Background: an optimization exercise with open tools, aiming at a short achievable clock period and few clock cycles. Do not read the settings as production practice.
No run shown here included a check of the RTL's function; only the layout flow was run.
No activity file was given, so power comes from the tool's default toggle rates.

[flow/flow/run.sh]
#!/bin/bash
set -euo pipefail
bash standard.sh SETUP_SLACK_MARGIN=6 finish > standard_flow.log 2>&1
[flow/design.v]
`timescale 1ns / 1ps
module ALU( 
    input [31:0] input1,
    input [31:0] input2,
    input [3:0] ALUCtrl,
    output [31:0] ALU_result,
	 output zero
    );
	assign ALU_result = (ALUCtrl == 4'b0000) ? input1 & input2 :
							  (ALUCtrl == 4'b0001) ? input1 | input2 :
							  (ALUCtrl == 4'b0010) ? input1 + input2 :
							  (ALUCtrl == 4'b0110) ? input1 - input2 : 
							  (ALUCtrl == 4'b0111) ? {31'b0, ($signed(input1) < $signed(input2))} : 32'b0;
	assign zero = ALU_result == 0;
endmodule
`timescale 1ns / 1ps
module ALU_control(
    input [5:0] funct,
    input [1:0] ALUOp,
    output reg [3:0] ALUCtrl
    );
	always @(*) begin
		ALUCtrl = 4'b1111;
		begin
			if(ALUOp == 2'b00) begin
				ALUCtrl = 4'b0010;  
			end
			else if(ALUOp == 2'b01) begin
				ALUCtrl = 4'b0110;
			end
			else if(ALUOp == 2'b10) begin
				case (funct)
					6'b100000: ALUCtrl = 4'b0010;
					6'b100010: ALUCtrl = 4'b0110;
					6'b100100: ALUCtrl = 4'b0000;
					6'b100101: ALUCtrl = 4'b0001;
					6'b101010: ALUCtrl = 4'b0111;
				endcase
			end
		end
	end
endmodule
`timescale 1ns / 1ps
module Control(
    input [5:0] opCode,
    output RegDst,
    output ALUSrc,
    output MemtoReg,
    output RegWrite,
    output MemRead,
    output MemWrite,
    output Branch,
    output [1:0] ALUOp
    );
	assign RegDst = (opCode == 6'b00_0000) ? 1 :
						 (opCode == 6'b10_0011) ? 0 :
						 (opCode == 6'b10_1011) ? 0 :  
						 (opCode == 6'b00_0100) ? 0 : 0;  
	assign ALUSrc = (opCode == 6'b00_0000) ? 0 :
						 (opCode == 6'b10_0011) ? 1 :
						 (opCode == 6'b10_1011) ? 1 : 
						 (opCode == 6'b00_0100) ? 0 : 0; 
	assign MemtoReg = (opCode == 6'b00_0000) ? 0 :
						 (opCode == 6'b10_0011) ? 1 :
						 (opCode == 6'b10_1011) ? 0 :  
						 (opCode == 6'b00_0100) ? 0 : 0;  
	assign RegWrite = (opCode == 6'b00_0000) ? 1 :
						 (opCode == 6'b10_0011) ? 1 :
						 (opCode == 6'b10_1011) ? 0 : 
						 (opCode == 6'b00_0100) ? 0 : 0;
	assign MemRead = (opCode == 6'b00_0000) ? 0 :
						 (opCode == 6'b10_0011) ? 1 :
						 (opCode == 6'b10_1011) ? 0 :
						 (opCode == 6'b00_0100) ? 0 : 0; 
	assign MemWrite = (opCode == 6'b00_0000) ? 0 :
						 (opCode == 6'b10_0011) ? 0 :
						 (opCode == 6'b10_1011) ? 1 : 
						 (opCode == 6'b00_0100) ? 0 : 0; 
	assign Branch = (opCode == 6'b00_0000) ? 0 :
						 (opCode == 6'b10_0011) ? 0 :
						 (opCode == 6'b10_1011) ? 0 : 
						 (opCode == 6'b00_0100) ? 1 : 0; 
	assign ALUOp = (opCode == 6'b00_0000) ? 2'b10 :
						 (opCode == 6'b10_0011) ? 2'b00 :
						 (opCode == 6'b10_1011) ? 2'b00 : 
						 (opCode == 6'b00_0100) ? 2'b01 : 2'b00; 
endmodule
`timescale 1ns / 1ps
module Mux32(
    input [31:0] input_l,
    input [31:0] input_h,
    input sel,
    output [31:0] mux_output
    );
	assign mux_output = (sel == 1'b1) ? input_h : input_l;
endmodule
`timescale 1ns / 1ps
module Mux5(
    input [4:0] input_l,
    input [4:0] input_h,
    input sel,
    output [4:0] mux_output
    );
	assign mux_output = (sel == 1'b1) ? input_h : input_l;
endmodule
`timescale 1ns / 1ps
module PC(
    input clk,
    input rst,
    input [31:0] pc_next,
    output reg [31:0] pc_now
    );
always @(posedge clk or posedge rst) begin
	if(rst == 1'b1) begin
		pc_now <= 32'b0;
	end
	else begin
		pc_now <= pc_next;
	end
end
endmodule
`timescale 1ns / 1ps
module Registers(
	 input clk,
    input [4:0] read_reg1,
    input [4:0] read_reg2,
    input [4:0] write_reg,
    input [31:0] write_data,
    input RegWrite,
    output [31:0] read_data1,
    output [31:0] read_data2
    );
	 reg [31:0] reg_mem[1:31];  
	 assign read_data1 = (read_reg1 == 5'b00000) ? 32'd0 : reg_mem[read_reg1];
	 assign read_data2 = (read_reg2 == 5'b00000) ? 32'd0 : reg_mem[read_reg2];
	 always @(posedge clk) begin
		if(RegWrite == 1'b1 && write_reg != 5'b00000) begin
			reg_mem[write_reg] <= write_data;
		end
	 end
endmodule
`timescale 1ns / 1ps
module Shift_left_2(
    input [31:0] sl_input,
    output [31:0] sl_output
    );
	assign sl_output = {sl_input[29:0] , 2'b0};
endmodule
`timescale 1ns / 1ps
module Sign_extend(
    input [15:0] inst,
    output [31:0] extended_inst
    );
	assign extended_inst = {{16{inst[15]}}, inst};
endmodule
`timescale 1ns / 1ps
module add4_32(
    input [31:0] add_input,
    output [31:0] add_output
    );
	assign add_output = add_input + 32'd4;
endmodule
module ks_add #(parameter W = 32) (
    input  [W-1:0] a,
    input  [W-1:0] b,
    input          cin,
    output [W-1:0] s
    );
	localparam L = $clog2(W);
	wire [W-1:0] g [0:L];
	wire [W-1:0] p [0:L];
	wire [W-1:0] x = a ^ b;
	assign g[0] = (a & b) | {{(W-1){1'b0}}, x[0] & cin};
	assign p[0] = x;
	genvar k, i;
	generate
		for (k = 1; k <= L; k = k + 1) begin : lvl
			for (i = 0; i < W; i = i + 1) begin : bit_
				if (i >= (1 << (k-1))) begin : comb
					assign g[k][i] = g[k-1][i] | (p[k-1][i] & g[k-1][i - (1 << (k-1))]);
					assign p[k][i] = p[k-1][i] & p[k-1][i - (1 << (k-1))];
				end else begin : pass
					assign g[k][i] = g[k-1][i];
					assign p[k][i] = p[k-1][i];
				end
			end
		end
	endgenerate
	assign s = x ^ {g[L][W-2:0], cin};
endmodule
`timescale 1ns / 1ps
module theProcessor(clk,
                    rst,
                    imem_addr,
                    imem_rdata,
                    dmem_addr,
                    dmem_wdata,
                    dmem_we,
                    dmem_rdata);
    input clk;
    input rst;
   output [31:0] imem_addr;
    input [31:0] imem_rdata;
   output [31:0] dmem_addr;
   output [31:0] dmem_wdata;
   output dmem_we;
    input [31:0] dmem_rdata;
   reg  [31:0] pc;
   reg         id_valid;
   reg  [31:0] id_ir;
   reg  [31:0] id_pc;
   reg         ex_we;         
   reg         ex_lw;
   reg         ex_sw;
   reg         ex_br;         
   reg         ex_k1;         
   reg  [4:0]  ex_dst;
   reg  [31:0] ex_a;
   reg  [31:0] ex_b;
   reg  [31:0] ex_imm;
   reg  [31:0] ex_target;
   reg         ex_sub;        
   reg         ex_slt;
   reg         ex_and;
   reg         ex_or;
   reg         ex_add;        
   reg         ex_a_id, ex_a_mem, ex_a_wb;
   reg         ex_b_id, ex_b_mem, ex_b_wb, ex_b_imm;
   reg         ex_s_id, ex_s_mem, ex_s_wb, ex_s_ld;
   reg         mem_we;
   reg         mem_lw;
   reg         mem_sw;
   reg  [4:0]  mem_dst;
   reg  [31:0] mem_res;
   reg  [31:0] mem_wdata;
   reg         wb_we;
   reg  [4:0]  wb_dst;
   reg  [31:0] wb_val;
   reg  [31:0] rf [1:31];
   wire [29:0] pc_w4;
   assign pc_w4 = pc[31:2] + 30'd1;
   wire [31:0] pc4 = {pc_w4, 2'b00};
   wire [5:0]  f_op = imem_rdata[31:26];
   wire        f_uncond = ~f_op[5] & f_op[2] &
                          (imem_rdata[25:21] == imem_rdata[20:16]) &
                          (|imem_rdata[15:0]);
   wire [29:0] f_tw;
   ks_add #(30) f_add (.a(pc[31:2]), .b({{14{imem_rdata[15]}}, imem_rdata[15:0]}),
                       .cin(1'b1), .s(f_tw));
   wire [31:0] f_target = {f_tw, 2'b00};
   wire [5:0]  op  = id_ir[31:26];
   wire [4:0]  rs  = id_ir[25:21];
   wire [4:0]  rt  = id_ir[20:16];
   wire [4:0]  rd  = id_ir[15:11];
   wire [5:0]  fn  = id_ir[5:0];
   wire [31:0] sext = {{16{id_ir[15]}}, id_ir[15:0]};
   wire is_r   = ~op[5] & ~op[2];
   wire is_beq = ~op[5] &  op[2];
   wire is_lw  =  op[5] & ~op[3];
   wire is_sw  =  op[5] &  op[3];
   wire is_mem = op[5];
   wire imm_nz    = |id_ir[15:0];
   wire br_cond   = is_beq & (rs != rt);
   wire [4:0] dst = is_r ? rd : rt;
   wire       we  = (is_r | is_lw) & (dst != 5'd0);
   wire use_rt = is_r | br_cond;
   wire [29:0] id_tw;
   ks_add #(30) id_add (.a(id_pc[31:2]), .b(sext[29:0]), .cin(1'b1), .s(id_tw));
   wire [31:0] id_target = {id_tw, 2'b00};
   wire [31:0] rf_rs = (rs == 5'd0) ? 32'd0 : rf[rs];
   wire [31:0] rf_rt = (rt == 5'd0) ? 32'd0 : rf[rt];
   wire [31:0] rs_val = (wb_we & (wb_dst == rs)) ? wb_val : rf_rs;
   wire [31:0] rt_val = (wb_we & (wb_dst == rt)) ? wb_val : rf_rt;
   wire rs_ex  = ex_we & (ex_dst == rs);
   wire rs_mem = mem_we & (mem_dst == rs);
   wire rt_ex  = ex_we & (ex_dst == rt);
   wire rt_mem = mem_we & (mem_dst == rt);
   wire [31:0] a = ({32{ex_a_id}}  & ex_a) |
                   ({32{ex_a_mem}} & mem_res) |
                   ({32{ex_a_wb}}  & wb_val);
   wire [31:0] b = ({32{ex_b_id}}  & ex_b) |
                   ({32{ex_b_mem}} & mem_res) |
                   ({32{ex_b_wb}}  & wb_val) |
                   ({32{ex_b_imm}} & ex_imm);
   wire [31:0] sdata = ({32{ex_s_id}}  & ex_b) |
                       ({32{ex_s_mem}} & mem_res) |
                       ({32{ex_s_wb}}  & wb_val) |
                       ({32{ex_s_ld}}  & dmem_rdata);
   wire [31:0] sum;
   ks_add #(32) alu_add (.a(a), .b(b ^ {32{ex_sub}}), .cin(ex_sub), .s(sum));
   wire        lt  = (a[31] ^ b[31]) ? a[31] : sum[31];
   wire [31:0] res = ({32{ex_add}} & sum) |
                     ({32{ex_and}} & (a & b)) |
                     ({32{ex_or}}  & (a | b)) |
                     {31'd0, ex_slt & lt};
   wire eq_ii = (ex_a == ex_b);
   wire eq_im = (ex_a == mem_res);
   wire eq_iw = (ex_a == wb_val);
   wire eq_mi = (mem_res == ex_b);
   wire eq_mw = (mem_res == wb_val);
   wire eq_wi = (wb_val == ex_b);
   wire ex_eq = (ex_a_id  & ex_b_id  & eq_ii) |
                (ex_a_id  & ex_b_mem & eq_im) |
                (ex_a_id  & ex_b_wb  & eq_iw) |
                (ex_a_mem & ex_b_id  & eq_mi) |
                (ex_a_mem & ex_b_mem) |
                (ex_a_mem & ex_b_wb  & eq_mw) |
                (ex_a_wb  & ex_b_id  & eq_wi) |
                (ex_a_wb  & ex_b_mem & eq_mw) |
                (ex_a_wb  & ex_b_wb);
   wire ex_taken    = ex_br & ex_eq;
   wire ex_redirect = ex_taken & ~(ex_k1 & id_valid);
   wire id_live  = id_valid & ~ex_taken;
   wire load_use = id_live & ex_lw & (rs_ex | (use_rt & rt_ex));
   wire id_go    = id_live & ~load_use;      
   assign imem_addr  = pc;
   assign dmem_addr  = mem_res;
   assign dmem_wdata = mem_wdata;
   assign dmem_we    = mem_sw;
   always @(posedge clk or posedge rst) begin
      if (rst) begin
         pc       <= 32'd0;
         id_valid <= 1'b0;
         ex_we    <= 1'b0;
         ex_lw    <= 1'b0;
         ex_sw    <= 1'b0;
         ex_br    <= 1'b0;
         mem_we   <= 1'b0;
         mem_lw   <= 1'b0;
         mem_sw   <= 1'b0;
         wb_we    <= 1'b0;
      end else begin
         if (ex_redirect) begin
            pc       <= ex_target;
            id_valid <= 1'b0;
         end else if (load_use) begin
         end else if (f_uncond) begin
            pc       <= f_target;
            id_valid <= 1'b0;
         end else begin
            pc       <= pc4;
            id_valid <= 1'b1;
         end
         ex_we <= id_go & we;
         ex_lw <= id_go & is_lw;
         ex_sw <= id_go & is_sw;
         ex_br <= id_go & br_cond & imm_nz;
         mem_we <= ex_we;
         mem_lw <= ex_lw;
         mem_sw <= ex_sw;
         wb_we  <= mem_we;
      end
   end
   always @(posedge clk) begin
      if (~load_use) begin
         id_ir <= imem_rdata;
         id_pc <= pc;
      end
      ex_k1     <= id_ir[15:0] == 16'd1;
      ex_dst    <= dst;
      ex_a      <= rs_val;
      ex_b      <= rt_val;
      ex_imm    <= sext;
      ex_target <= id_target;
      ex_sub    <= is_r & (fn[1] | fn[3]);
      ex_slt    <= is_r & fn[3];
      ex_and    <= is_r & ~fn[3] & fn[2] & ~fn[0];
      ex_or     <= is_r & ~fn[3] & fn[2] & fn[0];
      ex_add    <= is_mem | (is_r & ~fn[3] & ~fn[2]);
      ex_a_mem  <= rs_ex;
      ex_a_wb   <= ~rs_ex & rs_mem;
      ex_a_id   <= ~rs_ex & ~rs_mem;
      ex_b_imm  <= is_mem;
      ex_b_mem  <= ~is_mem & rt_ex;
      ex_b_wb   <= ~is_mem & ~rt_ex & rt_mem;
      ex_b_id   <= ~is_mem & ~rt_ex & ~rt_mem;
      ex_s_ld   <= rt_ex & ex_lw;
      ex_s_mem  <= rt_ex & ~ex_lw;
      ex_s_wb   <= ~rt_ex & rt_mem;
      ex_s_id   <= ~rt_ex & ~rt_mem;
      mem_dst   <= ex_dst;
      mem_res   <= res;
      mem_wdata <= sdata;
      wb_dst    <= mem_dst;
      wb_val    <= mem_lw ? dmem_rdata : mem_res;
      if (wb_we) rf[wb_dst] <= wb_val;
   end
endmodule
[flow/constraint.sdc]
create_clock -name core_clock -period 9.0 [get_ports {clk}]
set_input_delay 1.8000 -clock core_clock [delete_from_list [all_inputs] [get_ports {clk}]]
set_output_delay 1.8000 -clock core_clock [all_outputs]
set_load 0.01 [all_outputs]
[flow/standard.sh]
#!/bin/bash
# synth_recipe.tcl (not shown) runs the flow's synth.tcl, then flattens the netlist and writes it again
# the make line also repeats each setting of config.mk as NAME=value (left out here)
make -C /OpenROAD-flow-scripts/flow DESIGN_CONFIG=/design/flow/config.mk WORK_HOME=/design/flow/orfs CLKGATE_MAP_FILE= SYNTH_SCRIPT=/design/flow/synth_recipe.tcl "${@:-finish}"
[flow/config.mk]
export PLATFORM = sky130hd
export DESIGN_NAME = theProcessor
export DESIGN_NICKNAME = theProcessor
export VERILOG_FILES = /design/flow/design.v
export SDC_FILE = /design/flow/constraint.sdc
export NUM_CORES = 4
export LEC_CHECK = 0
export ABC_CLOCK_PERIOD_IN_PS = 1000
export CAP_MARGIN = 20
export CORE_MARGIN = 2
export CORE_UTILIZATION = 40
export SETUP_SLACK_MARGIN = 5
export SLEW_MARGIN = 20
export TNS_END_PERCENT = 100
==> results of run 1 <==
==> Yosys cell counts (all sizes together) (71+ instances only) <==
cell       n  share of area
a211oi    76         0.0086
a21oi    168          0.013
a22oi    134          0.015
buf      103         0.0066
clkbuf   272          0.015
dfxtp    248          0.075
edfxtp  1051           0.48
ha        91          0.017
mux2i    138          0.021
mux4     556           0.19
nand2    269          0.015
nand3     71         0.0054
nor2     193          0.011
o21ai    167          0.013
xnor2    179          0.024
xor2     164          0.022
==> worst max-delay path: stages (launching register included) <==
cell	delay (ns)
dfxtp_2	0.42
a22oi_2	0.21
nand2_1	0.10
xor2_1	0.15
ha_1	0.34
and3_1	0.20
a32o_2	0.25
o31a_1	0.34
o31ai_4	0.36
a21oi_4	0.11
o2111a_2	0.31
o2111ai_4	0.34
and3_4	0.24
o31ai_2	0.05
==> worst paths after layout <==
kind / cells past startpoint / startpoint / end
setup / recovery: 13 / ex_b[2] / mem_res[31]
hold / removal: 0 / mem_dst[3] / wb_dst[3]
setup reg to reg: 13 / ex_b[2] / mem_res[31]
hold reg to reg: 0 / mem_dst[3] / wb_dst[3]
max in group asynchronous: 2 / rst / pc[4]
min in group asynchronous: 2 / rst / pc[25]
==> metal layers <==
| metal | vias to the layer above | global-route usage |
|---|---|---|
| met5 | - | 0 |
| met4 | 14 | 0.127 |
| met3 | 587 | 0.0506 |
| met2 | 2526 | 0.422 |
| met1 | 23305 | 0.343 |
| li1 | 18607 | - |
==> area by class of cell <==
| cell class | count | area share |
|---|---|---|
| diodes | 3 | 0.0000932 |
| clock buffers | 190 | 0.0487 |
| clock inverters | 68 | 0.00777 |
| inverters | 68 | 0.00345 |
| multi-input cells | 2705 | 0.356 |
| flip-flops and latches | 1338 | 0.470 |
| well taps | 2189 | 0.0340 |
| repair buffers | 615 | 0.0797 |
==> per-stage QoR <==
stage	area, um^2	hold WS, ns	util	std cells	power, mW
after global routing	80600	0.366	0.488	7173	21.7
final	80600	0.360	0.488	7176	21.0
after floorplan	66800	0.331	-	4486	11.7
after detailed placement	70600	0.384	0.428	6551	13.6
after global placement	70600	0.379	0.428	6551	13.5
after CTS	79300	0.362	0.481	7090	20.6
==> timing repair <==
item                                    4_1_cts  5_1_grt
resized for setup                           954      157
endpoints found under the setup margin      371      290
buffers inserted                            265       79
pin swaps                                   127      128
cloned                                       16        4
hold buffers                                  0        0
==> state kept, by name (all words and copies together) (netlist names), 30 cells and up, named ones only <==
name and flops:
ex_b 32, mem_wdata 32, pc 30, mem_res 32, rf 992, wb_val 32
id_pc 30, ex_target 30, ex_a 32
==> logic make-up (layout without fill, tap and decap cells) <==
family / after synthesis / after routing / synth area share
xor gates and xnor gates: 343 / 343 / 0.0452
DFF: 1338 / 1338 / 0.565
AOI/OAI and AO/OA: 747 / 747 / 0.0738
muxes: 742 / 742 / 0.218
adders and majority gates: 94 / 94 / 0.0181
buffers and inverters: 443 / 941 / 0.0258
and+or+nand+nor: 777 / 777 / 0.0546
other: 1 / 5 / 0.0000565
==> power breakdown <==
group / switching (mW) / internal, mW
Sequential: 0.792 / 7.80
Combinational: 3.66 / 2.99
Clock: 2.49 / 3.31
Total: 6.94 / 14.1
==> notes.md, run 1 <==
status = finished clean
P_leak = 27.9 nW
slew at the pin closest to its max-slew limit = 0.964 ns
Post-Syn Instances = 4485
initial core utilization = 0.402
flop-to-flop setup slack = 5.42 ns
Vias = 45039
Synth Flop Type = edfxtp_1
#FFs+latches synth = 1338
PnR worst setup slack = 5.42 ns
endpoint class of the critical path = flop
DRT Pass-1 Iters = 21
Final ANT Viol Nets = 0
die area = 169000 um^2
area occupied by multi-input gates = 28700 um^2
Top Layer Used = met5
vias in the first global route = 44409
Final min period = 3.58 ns
Seq. cell area = 37800 um^2
max-cap violations = 0
Tot GR Track Use = 0.263
Fmax = 279 MHz
HP Class = reg -> reg
RSZ-0062 raised after global routing = true
Place WS = 3.60 ns
initial detailed-routing violation count = 5665
total CTS buffers = 143
share of layout cells above drive strength 1 = 0.353
worst-path fanout max = 5
WL met1 = 86800 um
Crit path arrival time = 4.23 ns
critical path required time = 9.65 ns
met2 routed WL = 108000 um
NumNets Final = 5031
startpoint types = flop
DIE HEIGHT = 411 um
number of primary I/O pins = 163
fillcell total = 13779
vias per cell = 6.28
clk sink count = 1338
DRC violations left = 0
Setup Viol. Count Final = 0
fin crit share = 0.398
most frequent cells in the layout = edfxtp_1 (1051), mux4_2 (556), buf_4 (301), nand2_1 (260), xnor2_1 (172)
initial antenna violation count = 8
grt ovf = 0
Rows = 149
Slew headroom = 0.357
Peak VDD IR = 183 uV
Final Hold Viols = 0
clock root buffer = clkbuf_16
CTS clk-pin slew, worst paths = 0.06 ns
post-DR wirelength/cell = 31.8 um
Netlist Area Pre-Place = 66400 um^2
PortBufs = 157
Mean Syn Cell Area = 14.8 um^2
Distinct cells, synth = 81
PD cells = 261 nW/um^2
Slew Viols, Final = 0
sequential area share after synthesis = 0.565
synth warn = 3
most common cell after layout, fill and taps aside = edfxtp_1
WL met3 = 20900 um
Setup TNS Final = 0 ns
CTS tree = built
Setup Crit Path Kind = reg -> reg
global-route wire length before repair = 319000 um
asr flop ratio synth = 0.0291
worst skew pair latency = 0.79 ns
dpl hpwl = 124000 um
largest net degree at the start of global routing = 87
GPL Wtd Cong = 0.964
Worst Skew = 0.0362 ns
core footprint = 165000 um^2
EDFF count, synth = 1051
area grow syn2layout = 21.4%
Die X = 411 um
Bufs on Longest Clock Path = 3
H-tree Lvls = 4
WL final = 228000 um
==> run 2: changes to the inputs <==
--- a/flow/design.v
+++ b/flow/design.v
@@ -213,7 +213,6 @@
    reg         ex_lw;
    reg         ex_sw;
    reg         ex_br;         
-   reg         ex_k1;         
    reg  [4:0]  ex_dst;
    reg  [31:0] ex_a;
    reg  [31:0] ex_b;
@@ -237,6 +236,11 @@
    reg  [4:0]  wb_dst;
    reg  [31:0] wb_val;
    reg  [31:0] rf [1:31];
+   reg  [7:0]  fold_v;
+   reg  [31:5] fold_key [0:7];
+   reg  [31:2] fold_tgt [0:7];
+   reg  [31:0] last_pc;       
+   reg         last_seq;      
    wire [29:0] pc_w4;
    assign pc_w4 = pc[31:2] + 30'd1;
    wire [31:0] pc4 = {pc_w4, 2'b00};
@@ -248,6 +252,10 @@
    ks_add #(30) f_add (.a(pc[31:2]), .b({{14{imem_rdata[15]}}, imem_rdata[15:0]}),
                        .cin(1'b1), .s(f_tw));
    wire [31:0] f_target = {f_tw, 2'b00};
+   wire [2:0]  fi = pc[4:2];
+   wire        fold_hit = fold_v[fi] & (fold_key[fi] == pc[31:5]);
+   wire [31:0] fold_target = {fold_tgt[fi], 2'b00};
+   wire [2:0]  wi = last_pc[4:2];
    wire [5:0]  op  = id_ir[31:26];
    wire [4:0]  rs  = id_ir[25:21];
    wire [4:0]  rt  = id_ir[20:16];
@@ -309,7 +317,7 @@
                 (ex_a_wb  & ex_b_mem & eq_mw) |
                 (ex_a_wb  & ex_b_wb);
    wire ex_taken    = ex_br & ex_eq;
-   wire ex_redirect = ex_taken & ~(ex_k1 & id_valid);
+   wire ex_redirect = ex_taken;
    wire id_live  = id_valid & ~ex_taken;
    wire load_use = id_live & ex_lw & (rs_ex | (use_rt & rt_ex));
    wire id_go    = id_live & ~load_use;      
@@ -321,6 +329,8 @@
       if (rst) begin
          pc       <= 32'd0;
          id_valid <= 1'b0;
+         fold_v   <= 8'd0;
+         last_seq <= 1'b0;
          ex_we    <= 1'b0;
          ex_lw    <= 1'b0;
          ex_sw    <= 1'b0;
@@ -333,14 +343,22 @@
          if (ex_redirect) begin
             pc       <= ex_target;
             id_valid <= 1'b0;
+            last_seq <= 1'b0;
          end else if (load_use) begin
          end else if (f_uncond) begin
             pc       <= f_target;
             id_valid <= 1'b0;
+            last_seq <= 1'b0;
+         end else if (fold_hit) begin
+            pc       <= fold_target;
+            id_valid <= 1'b1;
+            last_seq <= 1'b0;
          end else begin
             pc       <= pc4;
             id_valid <= 1'b1;
+            last_seq <= 1'b1;
          end
+         if (f_uncond & last_seq) fold_v[wi] <= 1'b1;
          ex_we <= id_go & we;
          ex_lw <= id_go & is_lw;
          ex_sw <= id_go & is_sw;
@@ -355,8 +373,12 @@
       if (~load_use) begin
          id_ir <= imem_rdata;
          id_pc <= pc;
+         last_pc <= pc;
+      end
+      if (f_uncond & last_seq) begin
+         fold_key[wi] <= last_pc[31:5];
+         fold_tgt[wi] <= f_target[31:2];
       end
-      ex_k1     <= id_ir[15:0] == 16'd1;
       ex_dst    <= dst;
       ex_a      <= rs_val;
       ex_b      <= rt_val;
==> notes.md, run 2 <==
Crit path largest cell delay = 0.38 ns (-0.04 ns)
grt ovf = 0 (unchanged)
total CTS buffers = 186 (+30%)
P_leak = 36.5 nW (+31%)
max-cap violations = 0 (unchanged)
Bufs on Longest Clock Path = 3 (unchanged)
vias per cell = 6.36 (+1.3%)
Worst Skew = 0.0773 ns (+0.0411 ns)
clk sink count = 1802 (+35%)
initial antenna violation count = 32 (+24)
CTS tree = built
Post-Syn Instances = 5327 (+19%)
CTS clk-pin slew, worst paths = 0.06 ns (about the same)
slew at the pin closest to its max-slew limit = 1.13 ns (+0.164 ns)
Peak VDD IR = 239 uV (+30%)
initial core utilization = 0.404 (+0.00117)
EDFF count, synth = 1507 (+43%)
DIE HEIGHT = 464 um (+13%)
Rows = 168 (+13%)
H-tree Lvls = 4 (unchanged)
Synth Flop Type = edfxtp_1
Crit path arrival time = 4.41 ns (+0.18 ns)
most numerous cell in the Yosys netlist = edfxtp_1
clock root buffer = clkbuf_16
synth cell count leaders = edfxtp_1 (1507), mux4_2 (650), clkbuf_1 (315)
vias in the first global route = 53882 (+21%)
Pwr Total = 29.7 mW (+41%)
Critical Path Start = imem_rdata[0]
startpoint types = primary input
Synth area leader = edfxtp_1
initial detailed-routing violation count = 8438 (+49%)
Post-Layout Cell Count = 8911 (+24%)
switching power = 10.1 mW (+45%)
synth warn = 3 (unchanged)
GPL Wtd Cong = 0.994 (+3.0%)
switching share of total power = 0.339 (+0.00950)
largest net degree at the start of global routing = 61 (-30%)
critical path required time = 9.59 ns (-0.06 ns)
CP Cell Sequence = buf_12 -> inv_12 -> ha_4 -> inv_2 -> fa_2 -> a211oi_4 -> o211ai_1 -> a21oi_2 -> o31ai_4 -> a211oi_4 -> o31ai_4 -> a21oi_1 -> o21bai_1 -> xor2_2 -> buf_6
fillcell total = 16816 (+22%)
PD cells = 279 nW/um^2 (+7.0%)
Yosys top cell area share = 0.534 (+0.0586)
die area = 216000 um^2 (+27%)
largest register by flop count = rf
post-DR wirelength/cell = 34.3 um (+7.6%)
asr flop ratio synth = 0.0266 (-0.00251)
CP top delay family = compound AO/OA/AOI/OAI gates
Setup Viol. Count Final = 0 (unchanged)
DRT Pass-1 Iters = 6 (-71%)
WL final = 305000 um (+34%)
HP Class = reg -> reg
Setup TNS Final = 0 ns (unchanged)
Fmax = 262 MHz (-6.3%)
area grow syn2layout = 25.7%
main area contributors after synthesis = edfxtp_1 (53%), mux4_2 (17%), dfxtp_1 (5.8%)
share of layout cells above drive strength 1 = 0.381 (+0.0285)
core footprint = 210000 um^2 (+27%)
Distinct cells, synth = 81 (unchanged)
CP max stage cell = fa_2
DRC violations left = 0 (unchanged)
logic gate share of total power = 0.343 (+0.027)
Final Hold Viols = 0 (unchanged)
Die X = 464 um (+13%)
Vias = 56644 (+26%)
placed cell count = 7980 (+22%)
endpoint class of the critical path = flop
Setup Crit Path Kind = in -> reg
max reg flops = 992 (unchanged)
Buffers & Inverters on Critical Path = 4 (+4)
worst skew pair latency = 0.86 ns (+0.07 ns)
internal power = 19.6 mW (+39%)
number of primary I/O pins = 163 (unchanged)
NumNets Final = 6106 (+21%)
hold path startpoint = ex_sw
Slew headroom = 0.246 (-0.111)
Netlist Area Pre-Place = 84700 um^2 (+28%)
CTS Hold Bufs = 0 (unchanged)
RSZ-0062 raised after global routing = true
sequential area share after synthesis = 0.607 (+0.0417)
r2r startpoint = pc[2]
worst-path fanout max = 8 (+3)
Mean Syn Cell Area = 15.9 um^2 (+7.5%)
clock network power share = 0.259 (-0.016)
fin crit share = 0.425 (+0.0268)
Seq pwr share = 0.398 (-0.010)
most frequent cells in the layout = edfxtp_1 (1507), mux4_2 (650), buf_4 (336), nand2_1 (251), clkbuf_16 (232)
hold_ws = 0.363 ns (+0.00250 ns)
Final min period = 3.82 ns (+0.241 ns)
dpl hpwl = 160000 um (+29%)
most common cell after layout, fill and taps aside = edfxtp_1
Final ANT Viol Nets = 0 (unchanged)
global-route wire length before repair = 410000 um (+28%)
#FFs+latches synth = 1802 (+35%)
PortBufs = 157 (unchanged)
Slew Viols, Final = 0 (unchanged)
Tot GR Track Use = 0.268 (+0.00530)
status = finished clean
==> run 2: cell types whose count changed after synthesis, moves of 18 or more <==
cell / before / now
clkbuf_1: 272 / 315
xnor2_1: 179 / 134
nor4_1: 42 / 60
edfxtp_1: 1051 / 1507
mux4_2: 556 / 650
xor2_1: 164 / 242
mux2i_1: 138 / 223
a211oi_1: 76 / 118
==> run 2: cell type report <==
| class | count | area [um^2] | area share |
|---|---|---|---|
| diodes | 8 | 20.0 | 0.000188 |
| clock buffers | 236 | 4990 | 0.0469 |
| clock inverters | 108 | 1060 | 0.00992 |
| inverters | 63 | 256 | 0.00241 |
| multi-input cells | 3038 | 34100 | 0.320 |
| flip-flops and latches | 1802 | 51800 | 0.487 |
| well taps | 2805 | 3510 | 0.0330 |
| repair buffers | 851 | 10700 | 0.101 |
==> run 2: worst register-to-register path: cells and delay by family (launching register included) <==
family | cells | cell delay, ns
AO/OA/AOI/OAI | 8 | 1.63
buffers and inverters | 6 | 0.69
adder cells (fa/ha/maj) | 2 | 0.53
flip-flops | 1 | 0.50
XOR/XNOR | 1 | 0.15
==> run 2: what timing repair did <==
| action | 4_1_cts | 5_1_grt |
|---|---|---|
| setup endpoints to repair | 1041 | 889 |
| cloned | 37 | 50 |
| pin swaps | 145 | 122 |
| setup buffers | 358 | 134 |
| gates resized for setup | 1232 | 240 |
==> run 2: power groups by stage <==
stage               clock network, mW  registers, mW  logic [mW]
floorplan                           0           11.5        4.74
global placement                    0           12.7        5.97
detailed placement                  0           12.8        6.06
CTS                              7.77           11.8        9.15
global route                     8.11           11.9        10.7
finish                           7.71           11.8        10.2
==> run 2: kinds of logic (layout without fill, tap and decap cells) <==
group | after synthesis | in the layout | synth area share
flip-flops | 1802 | 1802 | 0.607
buffers and inverters | 489 | 1258 | 0.0227
adder cells (fa/ha/maj) | 98 | 98 | 0.0147
other | 1 | 10 | 0.0000443
AO/OA/AOI/OAI | 785 | 785 | 0.0621
XOR/XNOR | 376 | 376 | 0.0389
AND/OR/NAND/NOR | 837 | 838 | 0.0472
multiplexers | 939 | 939 | 0.208
==> run 2: layer usage <==
layer / global-route usage / wire (um)
met5: 0 / 89
met4: 0.102 / 14400
met3: 0.0815 / 39400
met2: 0.395 / 134000
met1: 0.373 / 117000
==> run 2: worst paths after layout <==
check	end	slack (ns)	depth (start not counted)
worst min register to register	mem_sw	0.36	0
worst min-delay path	mem_sw	0.36	0
max in group asynchronous	pc[4]	6.89	3
min in group asynchronous	pc[10]	1.51	3
worst max register to register	fold_tgt[0][26]	5.23	17
worst max-delay path	fold_tgt[0][26]	5.18	15
==> run 2: stage by stage <==
| stage | util | setup slack [ns] | cell area, um^2 |
|---|---|---|---|
| 2_1_floorplan | - | 4.22 | 85800 |
| 3_3_place_gp | 0.429 | 3.05 | 90200 |
| 3_5_place_dp | 0.429 | 2.99 | 90200 |
| 4_1_cts | 0.491 | 5.11 | 103000 |
| 5_1_grt | 0.507 | 5.13 | 106000 |
| 6_report | 0.507 | 5.18 | 106000 |
==> run 3: changes to the inputs <==
--- a/flow/design.v
+++ b/flow/design.v
@@ -206,6 +206,7 @@
    output dmem_we;
     input [31:0] dmem_rdata;
    reg  [31:0] pc;
+   reg  [31:0] pc_o;          
    reg         id_valid;
    reg  [31:0] id_ir;
    reg  [31:0] id_pc;
@@ -214,18 +215,20 @@
    reg         ex_sw;
    reg         ex_br;         
    reg  [4:0]  ex_dst;
-   reg  [31:0] ex_a;
-   reg  [31:0] ex_b;
-   reg  [31:0] ex_imm;
+   reg  [31:0] ex_a;          
+   reg  [31:0] ex_b;          
+   reg  [31:0] ex_bx;         
+   reg  [31:0] ex_sd;         
    reg  [31:0] ex_target;
    reg         ex_sub;        
    reg         ex_slt;
    reg         ex_and;
    reg         ex_or;
    reg         ex_add;        
-   reg         ex_a_id, ex_a_mem, ex_a_wb;
-   reg         ex_b_id, ex_b_mem, ex_b_wb, ex_b_imm;
-   reg         ex_s_id, ex_s_mem, ex_s_wb, ex_s_ld;
+   reg         ex_fa;         
+   reg         ex_fb;         
+   reg         ex_fs;         
+   reg         ex_fs_ld;      
    reg         mem_we;
    reg         mem_lw;
    reg         mem_sw;
@@ -236,11 +239,12 @@
    reg  [4:0]  wb_dst;
    reg  [31:0] wb_val;
    reg  [31:0] rf [1:31];
-   reg  [7:0]  fold_v;
-   reg  [31:5] fold_key [0:7];
-   reg  [31:2] fold_tgt [0:7];
-   reg  [31:0] last_pc;       
+   reg  [3:0]  fold_v;
+   reg  [31:4] fold_key [0:3];
+   reg  [31:2] fold_tgt [0:3];
    reg         last_seq;      
+   reg         fw_go;         
+   reg  [31:2] fw_at;
    wire [29:0] pc_w4;
    assign pc_w4 = pc[31:2] + 30'd1;
    wire [31:0] pc4 = {pc_w4, 2'b00};
@@ -252,10 +256,9 @@
    ks_add #(30) f_add (.a(pc[31:2]), .b({{14{imem_rdata[15]}}, imem_rdata[15:0]}),
                        .cin(1'b1), .s(f_tw));
    wire [31:0] f_target = {f_tw, 2'b00};
-   wire [2:0]  fi = pc[4:2];
-   wire        fold_hit = fold_v[fi] & (fold_key[fi] == pc[31:5]);
+   wire [1:0]  fi = pc[3:2];
+   wire        fold_hit = fold_v[fi] & (fold_key[fi] == pc[31:4]);
    wire [31:0] fold_target = {fold_tgt[fi], 2'b00};
-   wire [2:0]  wi = last_pc[4:2];
    wire [5:0]  op  = id_ir[31:26];
    wire [4:0]  rs  = id_ir[25:21];
    wire [4:0]  rt  = id_ir[20:16];
@@ -271,66 +274,67 @@
    wire br_cond   = is_beq & (rs != rt);
    wire [4:0] dst = is_r ? rd : rt;
    wire       we  = (is_r | is_lw) & (dst != 5'd0);
+   wire       sub = is_r & (fn[1] | fn[3]);
    wire use_rt = is_r | br_cond;
    wire [29:0] id_tw;
    ks_add #(30) id_add (.a(id_pc[31:2]), .b(sext[29:0]), .cin(1'b1), .s(id_tw));
    wire [31:0] id_target = {id_tw, 2'b00};
-   wire [31:0] rf_rs = (rs == 5'd0) ? 32'd0 : rf[rs];
-   wire [31:0] rf_rt = (rt == 5'd0) ? 32'd0 : rf[rt];
-   wire [31:0] rs_val = (wb_we & (wb_dst == rs)) ? wb_val : rf_rs;
-   wire [31:0] rt_val = (wb_we & (wb_dst == rt)) ? wb_val : rf_rt;
    wire rs_ex  = ex_we & (ex_dst == rs);
    wire rs_mem = mem_we & (mem_dst == rs);
+   wire rs_wb  = wb_we & (wb_dst == rs);
    wire rt_ex  = ex_we & (ex_dst == rt);
    wire rt_mem = mem_we & (mem_dst == rt);
-   wire [31:0] a = ({32{ex_a_id}}  & ex_a) |
-                   ({32{ex_a_mem}} & mem_res) |
-                   ({32{ex_a_wb}}  & wb_val);
-   wire [31:0] b = ({32{ex_b_id}}  & ex_b) |
-                   ({32{ex_b_mem}} & mem_res) |
-                   ({32{ex_b_wb}}  & wb_val) |
-                   ({32{ex_b_imm}} & ex_imm);
-   wire [31:0] sdata = ({32{ex_s_id}}  & ex_b) |
-                       ({32{ex_s_mem}} & mem_res) |
-                       ({32{ex_s_wb}}  & wb_val) |
-                       ({32{ex_s_ld}}  & dmem_rdata);
+   wire rt_wb  = wb_we & (wb_dst == rt);
+   wire [31:0] mem_val = mem_lw ? dmem_rdata : mem_res;
+   wire [31:0] rf_rs = (rs == 5'd0) ? 32'd0 : rf[rs];
+   wire [31:0] rf_rt = (rt == 5'd0) ? 32'd0 : rf[rt];
+   wire [31:0] rs_val = rs_mem ? mem_val : rs_wb ? wb_val : rf_rs;
+   wire [31:0] rt_val = rt_mem ? mem_val : rt_wb ? wb_val : rf_rt;
+   wire [31:0] b_val  = is_mem ? sext : rt_val;
+   wire [31:0] a  = ex_fa ? mem_res : ex_a;
+   wire [31:0] bo = ex_fb ? mem_res : ex_b;                    
+   wire [31:0] bx = ex_fb ? (mem_res ^ {32{ex_sub}}) : ex_bx;    
+   wire [31:0] sdata = ex_fs_ld ? dmem_rdata : ex_fs ? mem_res : ex_sd;
    wire [31:0] sum;
-   ks_add #(32) alu_add (.a(a), .b(b ^ {32{ex_sub}}), .cin(ex_sub), .s(sum));
-   wire        lt  = (a[31] ^ b[31]) ? a[31] : sum[31];
+   ks_add #(32) alu_add (.a(a), .b(bx), .cin(ex_sub), .s(sum));
+   wire        lt  = (a[31] ^ bo[31]) ? a[31] : sum[31];
    wire [31:0] res = ({32{ex_add}} & sum) |
-                     ({32{ex_and}} & (a & b)) |
-                     ({32{ex_or}}  & (a | b)) |
+                     ({32{ex_and}} & (a & bo)) |
+                     ({32{ex_or}}  & (a | bo)) |
                      {31'd0, ex_slt & lt};
    wire eq_ii = (ex_a == ex_b);
-   wire eq_im = (ex_a == mem_res);
-   wire eq_iw = (ex_a == wb_val);
    wire eq_mi = (mem_res == ex_b);
-   wire eq_mw = (mem_res == wb_val);
-   wire eq_wi = (wb_val == ex_b);
-   wire ex_eq = (ex_a_id  & ex_b_id  & eq_ii) |
-                (ex_a_id  & ex_b_mem & eq_im) |
-                (ex_a_id  & ex_b_wb  & eq_iw) |
-                (ex_a_mem & ex_b_id  & eq_mi) |
-                (ex_a_mem & ex_b_mem) |
-                (ex_a_mem & ex_b_wb  & eq_mw) |
-                (ex_a_wb  & ex_b_id  & eq_wi) |
-                (ex_a_wb  & ex_b_mem & eq_mw) |
-                (ex_a_wb  & ex_b_wb);
-   wire ex_taken    = ex_br & ex_eq;
-   wire ex_redirect = ex_taken;
-   wire id_live  = id_valid & ~ex_taken;
+   wire eq_im = (ex_a == mem_res);
+   wire ex_eq = (~ex_fa & ~ex_fb & eq_ii) |
+                ( ex_fa & ~ex_fb & eq_mi) |
+                (~ex_fa &  ex_fb & eq_im) |
+                ( ex_fa &  ex_fb);
+   wire ex_redirect = ex_br & ex_eq;
+   wire id_live  = id_valid & ~ex_redirect;
    wire load_use = id_live & ex_lw & (rs_ex | (use_rt & rt_ex));
    wire id_go    = id_live & ~load_use;      
-   assign imem_addr  = pc;
+   wire s_ex   = ex_redirect;
+   wire s_hold = ~ex_redirect & load_use;
+   wire s_f    = ~ex_redirect & ~load_use & f_uncond;
+   wire s_fold = ~ex_redirect & ~load_use & ~f_uncond & fold_hit;
+   wire s_seq  = ~ex_redirect & ~load_use & ~f_uncond & ~fold_hit;
+   wire [31:0] pc_o_next = ({32{s_ex}}   & ex_target) |
+                           ({32{s_hold}} & pc_o) |
+                           ({32{s_fold}} & fold_target) |
+                           ({32{s_seq}}  & pc4) |
+                           ({32{s_f}}    & f_target);
+   assign imem_addr  = pc_o;
    assign dmem_addr  = mem_res;
    assign dmem_wdata = mem_wdata;
    assign dmem_we    = mem_sw;
    always @(posedge clk or posedge rst) begin
       if (rst) begin
          pc       <= 32'd0;
+         pc_o     <= 32'd0;
          id_valid <= 1'b0;
-         fold_v   <= 8'd0;
+         fold_v   <= 4'd0;
          last_seq <= 1'b0;
+         fw_go    <= 1'b0;
          ex_we    <= 1'b0;
          ex_lw    <= 1'b0;
          ex_sw    <= 1'b0;
@@ -358,7 +362,9 @@
             id_valid <= 1'b1;
             last_seq <= 1'b1;
          end
-         if (f_uncond & last_seq) fold_v[wi] <= 1'b1;
+         pc_o  <= pc_o_next;
+         fw_go <= s_f & last_seq;
+         if (fw_go) fold_v[fw_at[3:2]] <= 1'b1;
          ex_we <= id_go & we;
          ex_lw <= id_go & is_lw;
          ex_sw <= id_go & is_sw;
@@ -371,40 +377,34 @@
    end
    always @(posedge clk) begin
       if (~load_use) begin
-         id_ir <= imem_rdata;
-         id_pc <= pc;
-         last_pc <= pc;
+         id_ir   <= imem_rdata;
+         id_pc   <= pc;
       end
-      if (f_uncond & last_seq) begin
-         fold_key[wi] <= last_pc[31:5];
-         fold_tgt[wi] <= f_target[31:2];
+      fw_at <= id_pc[31:2];
+      if (fw_go) begin
+         fold_key[fw_at[3:2]] <= fw_at[31:4];
+         fold_tgt[fw_at[3:2]] <= pc[31:2];
       end
       ex_dst    <= dst;
       ex_a      <= rs_val;
-      ex_b      <= rt_val;
-      ex_imm    <= sext;
+      ex_b      <= b_val;
+      ex_bx     <= b_val ^ {32{sub}};
+      ex_sd     <= rt_val;
       ex_target <= id_target;
-      ex_sub    <= is_r & (fn[1] | fn[3]);
+      ex_sub    <= sub;
       ex_slt    <= is_r & fn[3];
       ex_and    <= is_r & ~fn[3] & fn[2] & ~fn[0];
       ex_or     <= is_r & ~fn[3] & fn[2] & fn[0];
       ex_add    <= is_mem | (is_r & ~fn[3] & ~fn[2]);
-      ex_a_mem  <= rs_ex;
-      ex_a_wb   <= ~rs_ex & rs_mem;
-      ex_a_id   <= ~rs_ex & ~rs_mem;
-      ex_b_imm  <= is_mem;
-      ex_b_mem  <= ~is_mem & rt_ex;
-      ex_b_wb   <= ~is_mem & ~rt_ex & rt_mem;
-      ex_b_id   <= ~is_mem & ~rt_ex & ~rt_mem;
-      ex_s_ld   <= rt_ex & ex_lw;
-      ex_s_mem  <= rt_ex & ~ex_lw;
-      ex_s_wb   <= ~rt_ex & rt_mem;
-      ex_s_id   <= ~rt_ex & ~rt_mem;
+      ex_fa     <= rs_ex;
+      ex_fb     <= rt_ex & ~is_mem;
+      ex_fs     <= rt_ex & ~ex_lw;
+      ex_fs_ld  <= rt_ex & ex_lw;
       mem_dst   <= ex_dst;
       mem_res   <= res;
       mem_wdata <= sdata;
       wb_dst    <= mem_dst;
-      wb_val    <= mem_lw ? dmem_rdata : mem_res;
+      wb_val    <= mem_val;
       if (wb_we) rf[wb_dst] <= wb_val;
    end
 endmodule
==> notes.md, run 3 <==
most numerous cell in the Yosys netlist = edfxtp_1
core footprint = 195000 um^2 (-7.1%)
clock root buffer = clkbuf_16
HP Class = reg -> reg
CP max stage cell = fa_2
fillcell total = 16153 (-3.9%)
synth cell count leaders = edfxtp_1 (1283), mux4_2 (596), dfxtp_1 (318)
EDFF count, synth = 1283 (-15%)
CTS clk-pin slew, worst paths = 0.06 ns (about the same)
reg2reg end = mem_res[28]
M2 GR Usage = 0.406 (+0.0116)
number of primary I/O pins = 163 (unchanged)
P_leak = 33.5 nW (-8.2%)
Post-Syn Instances = 5033 (-5.5%)
Mean Syn Cell Area = 15.6 um^2 (-2.0%)
Final min period = 3.76 ns (-0.0640 ns)
Worst Skew = 0.0568 ns (-0.0205 ns)
DIE HEIGHT = 447 um (-3.7%)
startpoint types = primary input
PortBufs = 159 (+1.3%)
vias per cell = 6.12 (-3.7%)
Post-Layout Cell Count = 8291 (-7.0%)
H-tree Lvls = 4 (unchanged)
Fmax = 266 MHz (+1.7%)
most frequent cells in the layout = edfxtp_1 (1283), mux4_2 (596), buf_4 (307), dfxtp_1 (213), mux2i_1 (209)
CP top delay family = compound AO/OA/AOI/OAI gates
Final ANT Viol Nets = 0 (unchanged)
crit path to = pc_o[18]
Yosys top cell area share = 0.491 (-0.0431)
Slew Viols, Final = 0 (unchanged)
sequential area share after synthesis = 0.597 (-0.0100)
Pwr Total = 25.4 mW (-15%)
Synth Flop Type = edfxtp_1
total CTS buffers = 177 (-4.8%)
Setup Crit Path Kind = in -> reg
initial antenna violation count = 22 (-31%)
Setup TNS Final = 0 ns (unchanged)
r2r startpoint = ex_fa
Crit path arrival time = 4.50 ns (+0.09 ns)
asr flop ratio synth = 0.0459 (+0.0193)
global-route wire length before repair = 366000 um (-11%)
Vias = 50773 (-10%)
die area = 200000 um^2 (-7.3%)
Crit path largest cell delay = 0.36 ns (-0.02 ns)
Tot GR Track Use = 0.258 (-0.0104)
largest net degree at the start of global routing = 65 (+6.6%)
share of layout cells above drive strength 1 = 0.372 (-0.00972)
grt peak-use layer = met2
Bufs on Longest Clock Path = 3 (unchanged)
Worst Reg2Reg Path Length in Cells = 15 (-2)
WL final = 263000 um (-14%)
GR Util met1 = 0.355 (-0.0183)
initial detailed-routing violation count = 5905 (-30%)
NumNets Final = 5673 (-7.1%)
RSZ-0062 raised after global routing = true
Final Hold Viols = 0 (unchanged)
Slew headroom = 0.194 (-0.0526)
GR Util met3 = 0.0458 (-0.0356)
worst-path fanout max = 2 (-6)
DRT Pass-1 Iters = 6 (unchanged)
dpl hpwl = 150000 um (-6.0%)
Die X = 447 um (-3.7%)
#FFs+latches synth = 1678 (-6.9%)
most common cell after layout, fill and taps aside = edfxtp_1
max-cap violations = 0 (unchanged)
CP Cell Sequence = buf_12 -> inv_12 -> ha_4 -> inv_2 -> fa_2 -> a211oi_2 -> o211ai_1 -> nand4_1 -> buf_6 -> buf_6 -> buf_6 -> a21oi_2 -> a21o_1 -> buf_4 -> a21oi_2 -> xor2_1 -> o221ai_1 -> a21o_1
fin crit share = 0.418 (-0.00712)
status = finished clean
DRC violations left = 0 (unchanged)
Critical Path Start = imem_rdata[0]
Stages on worst setup path = 18 (+3)
placed cell count = 7558 (-5.3%)
clk sink count = 1678 (-6.9%)
post-DR wirelength/cell = 31.7 um (-7.3%)
Netlist Area Pre-Place = 78500 um^2 (-7.4%)
GPL Wtd Cong = 0.930 (-6.4%)
DP Area = 83600 um^2 (-7.3%)
slew at the pin closest to its max-slew limit = 1.21 ns (+0.0799 ns)
area grow syn2layout = 23.7%
vias in the first global route = 49416 (-8.3%)
PD cells = 262 nW/um^2 (-6.3%)
synth warn = 3 (unchanged)
endpoint class of the critical path = flop
Setup Viol. Count Final = 0 (unchanged)
grt ovf = 0 (unchanged)
CTS tree = built
hold path startpoint = ex_sw
largest register by flop count = rf
initial core utilization = 0.403 (-0.00103)
CTS Hold Bufs = 0 (unchanged)
flop-to-flop setup slack = 5.44 ns (+0.21 ns)
most frequent CP cell = buf_6
worst skew pair latency = 0.86 ns (about the same)
Rows = 162 (-3.6%)
Synth area leader = edfxtp_1
Distinct cells, synth = 82 (+1.2%)
Finished Cell Area = 97100 um^2 (-8.8%)
Buffers & Inverters on Critical Path = 7 (+3)
max reg flops = 992 (unchanged)
main area contributors after synthesis = edfxtp_1 (49%), mux4_2 (17%), dfxtp_1 (8.1%)
Peak VDD IR = 216 uV (-9.6%)
critical path required time = 9.74 ns (+0.15 ns)
[run 3: cell types whose count changed after synthesis, moves of 42 or more]
cell      previous run  this run
mux4_2             650       596
edfxtp_1          1507      1283
a21o_1              40        90
a21oi_1            153       248
nor2_1             210       253
clkbuf_1           315       271
a22oi_1            143        22
xor2_1             242       130
nand2_1            265       181
dfxtp_1            247       318
a221oi_1             6        51
xnor2_1            134       186
mux2_2              65       107
[run 3: worst reg2reg max path: stages, from the launching register on]
cell and delay [ns]:
dfxtp_4 0.35, buf_12 0.13, mux2_4 0.31, inv_2 0.07, fa_2 0.21, inv_2 0.04, fa_2 0.38, a211oi_4 0.29
o21ai_2 0.12, and3_4 0.18, o311ai_4 0.29, a21boi_2 0.13, o32ai_4 0.45, o21ai_1 0.13, xnor2_1 0.18, o221ai_1 0.14
[run 3: report_power, final]
| group | switching, mW | internal, mW |
|---|---|---|
| registers | 1.24 | 9.82 |
| logic | 3.74 | 3.26 |
| clock network | 3.19 | 4.17 |
| total | 8.17 | 17.2 |
[run 3: cell families (layout without fill, tap and decap cells)]
| kind of cell | count (synthesis) | in the layout | share of synthesized area |
|---|---|---|---|
| flip-flops | 1678 | 1678 | 0.597 |
| adder cells (fa/ha/maj) | 95 | 95 | 0.0155 |
| AND/OR/NAND/NOR | 724 | 731 | 0.0442 |
| other | 0 | 7 | 0 |
| multiplexers | 942 | 942 | 0.217 |
| XOR/XNOR | 316 | 316 | 0.0353 |
| buffers and inverters | 460 | 1080 | 0.0233 |
| AO/OA/AOI/OAI | 818 | 818 | 0.0682 |
[run 3: worst min-delay path by stage]
stage              to  slack [ns]  cells past startpoint
2_1_floorplan  mem_sw        0.33                      0
3_3_place_gp   mem_sw        0.34                      0
3_5_place_dp   mem_sw        0.34                      0
4_1_cts        mem_sw        0.35                      0
5_1_grt        mem_sw        0.38                      0
6_report       mem_sw        0.35                      0
[run 3: metrics by stage]
step / util / hold slack [ns] / setup WS, ns
after floorplan: - / 0.331 / 4.84
after global placement: 0.429 / 0.337 / 3.50
after detailed placement: 0.429 / 0.340 / 3.50
after CTS: 0.487 / 0.353 / 5.27
after global routing: 0.498 / 0.377 / 5.17
final: 0.498 / 0.349 / 5.24
[run 3: routing by layer]
metal	share of wire	up-vias
met1	0.40	26482
met2	0.47	2693
met4	0.045	6
li1	-	21066
met3	0.092	526
met5	0.00020	-
[run 3: layout make-up]
| type | count | area (um^2) | share of cell area |
|---|---|---|---|
| flip-flops and latches | 1678 | 47100 | 0.485 |
| clock buffers | 229 | 4740 | 0.0488 |
| clock inverters | 98 | 1080 | 0.0111 |
| repair inverters | 1 | 7.51 | 0.0000773 |
| repair buffers | 658 | 7670 | 0.0790 |
| diodes | 7 | 17.5 | 0.000180 |
| multi-input cells | 2902 | 32900 | 0.338 |
| well taps | 2624 | 3280 | 0.0338 |
| inverters | 94 | 377 | 0.00388 |
[run 3: timing repair]
item | 4_1_cts | 5_1_grt
pin swaps | 123 | 117
gates cloned | 38 | 13
resized for setup | 1169 | 216
hold endpoints to repair | 0 | 0
setup endpoints to repair | 398 | 379
buffers inserted | 235 | 113
==> run 4: changes to the inputs <==
==> flow/run.sh (new file) <==
#!/bin/bash
# synth_recipe.tcl (not shown) runs the flow's synth.tcl, then flattens the netlist and writes it again
# the make line also repeats each setting of config.mk as NAME=value (left out here)
make -C /OpenROAD-flow-scripts/flow DESIGN_CONFIG=/design/flow/config.mk WORK_HOME=/design/flow/orfs CLKGATE_MAP_FILE= SYNTH_SCRIPT=/design/flow/synth_recipe.tcl finish
removed: flow/flow/run.sh
removed: flow/standard.sh
==> notes.md, run 4 <==
status = finished clean
Die X = 447 um (unchanged)
synth cell count leaders = edfxtp_1 (1283), mux4_2 (596), dfxtp_1 (318)
Crit path arrival time = 4.76 ns (+0.26 ns)
PnR worst setup slack = 4.99 ns (-0.254 ns)
Setup Viol. Count Final = 0 (unchanged)
PortBufs = 159 (unchanged)
Slew Viols, Final = 0 (unchanged)
Rows = 162 (unchanged)
Final min period = 4.01 ns (+0.254 ns)
Crit path largest cell delay = 0.65 ns (+0.29 ns)
GPL Wtd Cong = 0.913 (-1.8%)
Final Hold Viols = 0 (unchanged)
Vias = 48246 (-5.0%)
Worst Reg2Reg Path Length in Cells = 8 (-7)
most frequent CP cell = mux4_2
Worst Skew = 0.0588 ns (+0.00204 ns)
placed cell count = 7563 (+0.066%)
#FFs+latches synth = 1678 (unchanged)
DRC violations left = 0 (unchanged)
Pwr Total = 24.2 mW (-4.9%)
core footprint = 195000 um^2 (unchanged)
global-route wire length before repair = 349000 um (-4.6%)
Bufs on Longest Clock Path = 3 (unchanged)
sequential area share after synthesis = 0.597 (unchanged)
Synth Flop Type = edfxtp_1
hold_ws = 0.361 ns (+0.0125 ns)
Post-Layout Cell Count = 7944 (-4.2%)
Distinct cells, synth = 82 (unchanged)
CP Cell Sequence = buf_6 -> mux4_2 -> mux4_2 -> a21oi_1 -> nor2_1 -> a221oi_1 -> xor2_1 -> o21ai_1
max-cap violations = 0 (unchanged)
share of layout cells above drive strength 1 = 0.248 (-0.124)
WL final = 247000 um (-6.1%)
Post-Syn Instances = 5033 (unchanged)
fin crit share = 0.446 (+0.0282)
NumNets Final = 5319 (-6.2%)
Slew headroom = 0.237 (+0.0433)
clock root buffer = clkbuf_16
GR Util met3 = 0.0400 (-0.00585)
Fmax = 249 MHz (-6.3%)
vias in the first global route = 47606 (-3.7%)
Final ANT Viol Nets = 0 (unchanged)
CTS clk-pin slew, worst paths = 0.06 ns (about the same)
Stages on worst setup path = 8 (-10)
most numerous cell in the Yosys netlist = edfxtp_1
Tot GR Track Use = 0.244 (-0.0140)
most frequent cells in the layout = edfxtp_1 (1283), mux4_2 (596), dfxtp_1 (269), a21oi_1 (238), mux2i_1 (226)
max reg flops = 992 (unchanged)
largest net degree at the start of global routing = 98 (+51%)
number of primary I/O pins = 163 (unchanged)
endpoint class of the critical path = flop
most common cell after layout, fill and taps aside = edfxtp_1
initial core utilization = 0.403 (unchanged)
largest register by flop count = rf
vias per cell = 6.07 (-0.83%)
H-tree Lvls = 4 (unchanged)
initial detailed-routing violation count = 5324 (-9.8%)
Synth area leader = edfxtp_1
DIE HEIGHT = 447 um (unchanged)
CP max stage cell = dfxtp_4
Place WS = 3.30 ns (-0.205 ns)
CP top delay family = compound AO/OA/AOI/OAI gates
Buffers & Inverters on Critical Path = 1 (-6)
Setup Crit Path Kind = reg -> reg
synth warn = 3 (unchanged)
die area = 200000 um^2 (unchanged)
dpl hpwl = 149000 um (-0.90%)
grt peak-use layer = met2
GR Util met1 = 0.340 (-0.0154)
area grow syn2layout = 15.2%
CTS Hold Bufs = 0 (unchanged)
initial antenna violation count = 15 (-32%)
CTS tree = built
startpoint types = flop
Netlist Area Pre-Place = 78500 um^2 (unchanged)
Setup TNS Final = 0 ns (unchanged)
Mean Syn Cell Area = 15.6 um^2 (unchanged)
Peak VDD IR = 189 uV (-12%)
slew at the pin closest to its max-slew limit = 1.14 ns (-0.0649 ns)
reg2reg end = ex_bx[18]
HP Class = reg -> reg
RSZ-0062 raised after global routing = true
DRT Pass-1 Iters = 6 (unchanged)
worst-path fanout max = 63 (+61)
worst skew pair latency = 0.84 ns (-0.02 ns)
critical path required time = 9.75 ns (about the same)
total CTS buffers = 177 (unchanged)
Yosys top cell area share = 0.491 (unchanged)
post-DR wirelength/cell = 31.1 um (-2.0%)
PD cells = 267 nW/um^2 (+2.2%)
crit path to = ex_bx[18]
clk sink count = 1678 (unchanged)
flop-to-flop setup slack = 4.99 ns (-0.45 ns)
M2 GR Usage = 0.385 (-0.0208)
grt ovf = 0 (unchanged)
P_leak = 30.6 nW (-8.6%)
main area contributors after synthesis = edfxtp_1 (49%), mux4_2 (17%), dfxtp_1 (8.1%)
EDFF count, synth = 1283 (unchanged)
asr flop ratio synth = 0.0459 (unchanged)
[run 4: cell counts after synthesis]
Identical to the previous run, type by type.
[run 4: kinds of logic after synthesis]
kind of cell / Yosys count / share of synthesized area
flip-flops: 1678 / 0.597
multiplexers: 942 / 0.217
AO/OA/AOI/OAI: 818 / 0.0682
AND/OR/NAND/NOR: 724 / 0.0442
buffers and inverters: 460 / 0.0233
XOR/XNOR: 316 / 0.0353
adder cells (fa/ha/maj): 95 / 0.0155
[run 4: power by group]
group / internal (mW) / switching, mW / leakage [nW] / total [mW]
Sequential: 9.77 / 1.34 / 15.3 / 11.1
Combinational: 2.54 / 3.15 / 12.4 / 5.69
Clock: 4.17 / 3.22 / 2.86 / 7.38
Total: 16.5 / 7.71 / 30.6 / 24.2
[run 4: worst min-delay path by stage]
stage / slack, ns / cells after the start / endpoint / start
final: 0.36 / 0 / mem_sw / ex_sw
after floorplan: 0.33 / 0 / mem_sw / ex_sw
after global placement: 0.34 / 0 / mem_sw / ex_sw
after CTS: 0.36 / 0 / mem_sw / ex_sw
after detailed placement: 0.34 / 0 / mem_sw / ex_sw
after global routing: 0.36 / 0 / mem_sw / ex_sw
[run 4: layout make-up]
type,instances,area (um^2)
clock inverters,86,908
fillers,16820,105000
multi-input cells,2895,30600
flip-flops and latches,1678,46900
repair buffers,312,3300
inverters,94,373
clock buffers,241,4970
diodes,14,35.0
well taps,2624,3280
[run 4: per-layer routing]
layer  wire [um]  vias to the layer above
met5          23                        -
met3       19500                      397
met2      117000                     2127
met1      102000                    25384
li1            -                    20334
met4        9140                        4
[run 4: repair_timing]
action,in CTS,in global routing
pin swaps,15,10
gates cloned,3,4
gates resized for setup,101,52
buffers inserted,25,7
endpoints found under the setup margin,201,78
[run 4: through the flow]
step | utilization | cell area, um^2
2_1_floorplan | - | 78600
3_3_place_gp | 0.427 | 83300
3_5_place_dp | 0.427 | 83300
4_1_cts | 0.461 | 89900
5_1_grt | 0.464 | 90400
6_report | 0.464 | 90400
==> run 5: changes to the inputs <==
==> flow/flow/run.sh (new file) <==
#!/bin/bash
set -euo pipefail
bash standard.sh SETUP_SLACK_MARGIN=5.7 finish > standard_flow.log 2>&1
==> flow/standard.sh (new file) <==
#!/bin/bash
# synth_recipe.tcl (not shown) runs the flow's synth.tcl, then flattens the netlist and writes it again
# the make line also repeats each setting of config.mk as NAME=value (left out here)
make -C /OpenROAD-flow-scripts/flow DESIGN_CONFIG=/design/flow/config.mk WORK_HOME=/design/flow/orfs CLKGATE_MAP_FILE= SYNTH_SCRIPT=/design/flow/synth_recipe.tcl "${@:-finish}"
removed: flow/run.sh
==> notes.md, run 5 <==
Fmax = 269 MHz (+7.9%)
grt ovf = 0 (unchanged)
synth warn = 3 (unchanged)
largest register by flop count = rf
worst-path fanout max = 2 (-97%)
clock network power share = 0.295 (-0.010)
fin crit share = 0.413 (-0.0328)
CTS clk-pin slew, worst paths = 0.06 ns (about the same)
post-layout util = 0.485 (+0.0213)
logic gate share of total power = 0.268 (+0.033)
sequential area share after synthesis = 0.597 (unchanged)
Final ANT Viol Nets = 0 (unchanged)
startpoint types = primary input
switching share of total power = 0.323 (+0.00408)
dpl hpwl = 148000 um (-0.54%)
Distinct cells, synth = 82 (unchanged)
main area contributors after synthesis = edfxtp_1 (49%), mux4_2 (17%), dfxtp_1 (8.1%)
most numerous cell in the Yosys netlist = edfxtp_1
Die X = 447 um (unchanged)
H-tree Lvls = 4 (unchanged)
asr flop ratio synth = 0.0459 (unchanged)
most frequent CP cell = o211ai_1
Setup Viol. Count Final = 0 (unchanged)
Slew headroom = 0.266 (+0.0289)
DRT Pass-1 Iters = 6 (unchanged)
share of layout cells above drive strength 1 = 0.329 (+0.0814)
#FFs+latches synth = 1678 (unchanged)
synth cell count leaders = edfxtp_1 (1283), mux4_2 (596), dfxtp_1 (318)
CTS tree = built
Synth Flop Type = edfxtp_1
vias in the first global route = 48731 (+2.4%)
Pwr Total = 25.2 mW (+4.4%)
initial antenna violation count = 16 (+1)
Place WS = 3.30 ns (+0.00424 ns)
endpoint class of the critical path = flop
number of primary I/O pins = 163 (unchanged)
largest net degree at the start of global routing = 77 (-21%)
Yosys top cell area share = 0.491 (unchanged)
core footprint = 195000 um^2 (unchanged)
post-DR wirelength/cell = 31.9 um (+2.5%)
Post-Syn Instances = 5033 (unchanged)
most common cell after layout, fill and taps aside = edfxtp_1
area grow syn2layout = 20.5%
DIE HEIGHT = 447 um (unchanged)
HP Class = reg -> reg
NumNets Final = 5560 (+4.5%)
Crit path arrival time = 4.43 ns (-0.33 ns)
Vias = 50467 (+4.6%)
P_leak = 32.3 nW (+5.8%)
GPL Wtd Cong = 0.917 (+0.45%)
PD cells = 267 nW/um^2 (-0.20%)
WL final = 261000 um (+5.7%)
Worst Skew = 0.0729 ns (+0.0140 ns)
Setup TNS Final = 0 ns (unchanged)
total CTS buffers = 180 (+1.7%)
die area = 200000 um^2 (unchanged)
initial detailed-routing violation count = 6490 (+22%)
Slew Viols, Final = 0 (unchanged)
critical path required time = 9.71 ns (-0.04 ns)
Peak VDD IR = 227 uV (+21%)
initial core utilization = 0.403 (unchanged)
Synth area leader = edfxtp_1
Bufs on Longest Clock Path = 3 (unchanged)
PnR worst setup slack = 5.28 ns (+0.295 ns)
Final min period = 3.72 ns (-0.295 ns)
hold_ws = 0.327 ns (-0.0341 ns)
CTS Hold Bufs = 0 (unchanged)
fillcell total = 16382 (-2.6%)
CP max stage cell = or4b_4
Seq pwr share = 0.436 (-0.024)
worst skew pair latency = 0.86 ns (+0.02 ns)
EDFF count, synth = 1283 (unchanged)
Netlist Area Pre-Place = 78500 um^2 (unchanged)
CP Cell Sequence = buf_12 -> inv_12 -> ha_4 -> inv_2 -> fa_2 -> a211oi_4 -> o211ai_1 -> nand4_1 -> a21boi_2 -> o22ai_4 -> or4b_4 -> o2111ai_2 -> o211ai_1 -> a21o_1
vias per cell = 6.17 (+1.5%)
max-cap violations = 0 (unchanged)
max reg flops = 992 (unchanged)
Crit path largest cell delay = 0.48 ns (-0.17 ns)
DRC violations left = 0 (unchanged)
clock root buffer = clkbuf_16
Rows = 162 (unchanged)
most frequent cells in the layout = edfxtp_1 (1283), mux4_2 (596), buf_4 (271), dfxtp_1 (242), a21oi_1 (217)
Final Hold Viols = 0 (unchanged)
slew at the pin closest to its max-slew limit = 1.10 ns (-0.0433 ns)
Tot GR Track Use = 0.255 (+0.0110)
internal power = 17.1 mW (+3.8%)
clk sink count = 1678 (unchanged)
RSZ-0062 raised after global routing = true
PortBufs = 159 (unchanged)
Setup Crit Path Kind = in -> reg
global-route wire length before repair = 363000 um (+3.7%)
Mean Syn Cell Area = 15.6 um^2 (unchanged)
switching power = 8.15 mW (+5.7%)
status = finished clean
run 5: changes by cell type in the layout (fill, tap and decap cells not counted), sizes merged, moves of 8 or more:
cell / previous run / this run
buf: 146 / 434
clkbuf: 246 / 257
clkdlybuf4s50: 146 / 35
dlygate4sd2: 5 / 18
clkdlybuf4s15: 0 / 37
bufbuf: 3 / 11
clkinvlp: 7 / 15
run 5: path summary, 6_finish.rpt:
check                      slack, ns  cells past startpoint           to     startpoint
max reg2reg                     5.46                     16  mem_res[30]          ex_fa
min reg2reg                     0.33                      0    fw_at[18]      id_pc[18]
max in group asynchronous       6.28                      3     pc_o[17]            rst
min                             0.33                      0    fw_at[18]      id_pc[18]
max                             5.28                     14     pc_o[28]  imem_rdata[0]
min in group asynchronous       1.42                      2        ex_br            rst
run 5: what timing repair did:
item                                    in CTS  in global routing
resized for setup                          776                150
hold endpoints to repair                     0                  0
buffers inserted                           175                 77
gates cloned                                19                  8
pin swaps                                   74                104
endpoints found under the setup margin     383                237
run 5: routing by layer:
layer | routed length (um) | up-vias | global-route usage
met4 | 9990 | 0 | 0.0921
met1 | 106000 | 26527 | 0.361
met3 | 26200 | 432 | 0.0558
met5 | 0 | - | 0
met2 | 119000 | 2653 | 0.386
li1 | - | 20855 | -
run 5: cell families after synthesis:
logic type,Yosys count,synth area share
buf+inv,460,0.0233
mux,942,0.217
compound gates,818,0.0682
xor+xnor,316,0.0353
simple gates,724,0.0442
fa+ha+maj,95,0.0155
flops,1678,0.597
run 5: power groups by stage:
stage	logic [mW]	clock network, mW	registers (mW)
floorplan	3.73	0	10.6
global placement	5.35	0	11.3
detailed placement	5.39	0	11.3
CTS	6.35	7.54	11.0
global route	7.17	7.85	11.1
finish	6.77	7.46	11.0
run 5: layout make-up:
class | instances | area (um^2) | share of cell area
inverter | 94 | 379 | 0.00401
antenna | 8 | 20.0 | 0.000212
sequential | 1678 | 47000 | 0.497
clock buffer | 244 | 4980 | 0.0527
timing repair buffer | 548 | 5720 | 0.0605
multi-input combinational | 2897 | 32200 | 0.340
clock inverter | 92 | 966 | 0.0102
tap | 2624 | 3280 | 0.0347
run 5: critical path: cells and delay by family:
| family | cells | cell delay (ns) |
|---|---|---|
| and+or+nand+nor | 2 | 0.75 |
| adders and majority gates | 2 | 0.48 |
| AOI/OAI and AO/OA | 7 | 1.19 |
| buffers and inverters | 3 | 0.19 |
run 5: stage by stage:
step           cells  cell area [um^2]
3_3_place_gp    7559             83500
4_1_cts         8090             93000
2_1_floorplan   5033             79000
3_5_place_dp    7560             83600
6_report        8185             94600
5_1_grt         8184             94600

==> re-timing with driven ports <==
No port has a modelled driver above. Below, the same layouts with a new extraction and two added sets of constraints.
Step 1 assumes that a clkbuf_16 drives the clock port and a buf_2 every other input.
Step 2 also shifts input and output timing later by t, the mid clock arrival at the registers, as if the neighbouring blocks saw the same clock.
a / b / c = ideal / step 1 / step 2; a / b = the first two.
run | t (ns) | setup WS [ns] | worst slew at a driven data input, ns
run 1 | 0.847 | 5.418 / 5.418 / 4.723 | 0.08
run 2 | 0.911 | 5.177 / 5.212 / 4.301 | 0.22
run 3 | 0.907 | 5.241 / 5.265 / 4.358 | 0.25
run 4 | 0.903 | 4.987 / 4.978 / 4.172 | 0.22
run 5 | 0.899 | 5.283 / 5.312 / 4.413 | 0.26
After both steps setup and hold are still met in every run listed. For run 3, which loses most, drivers alone change the setup slack by +0.024 ns; drivers and shift together by -0.883 ns.
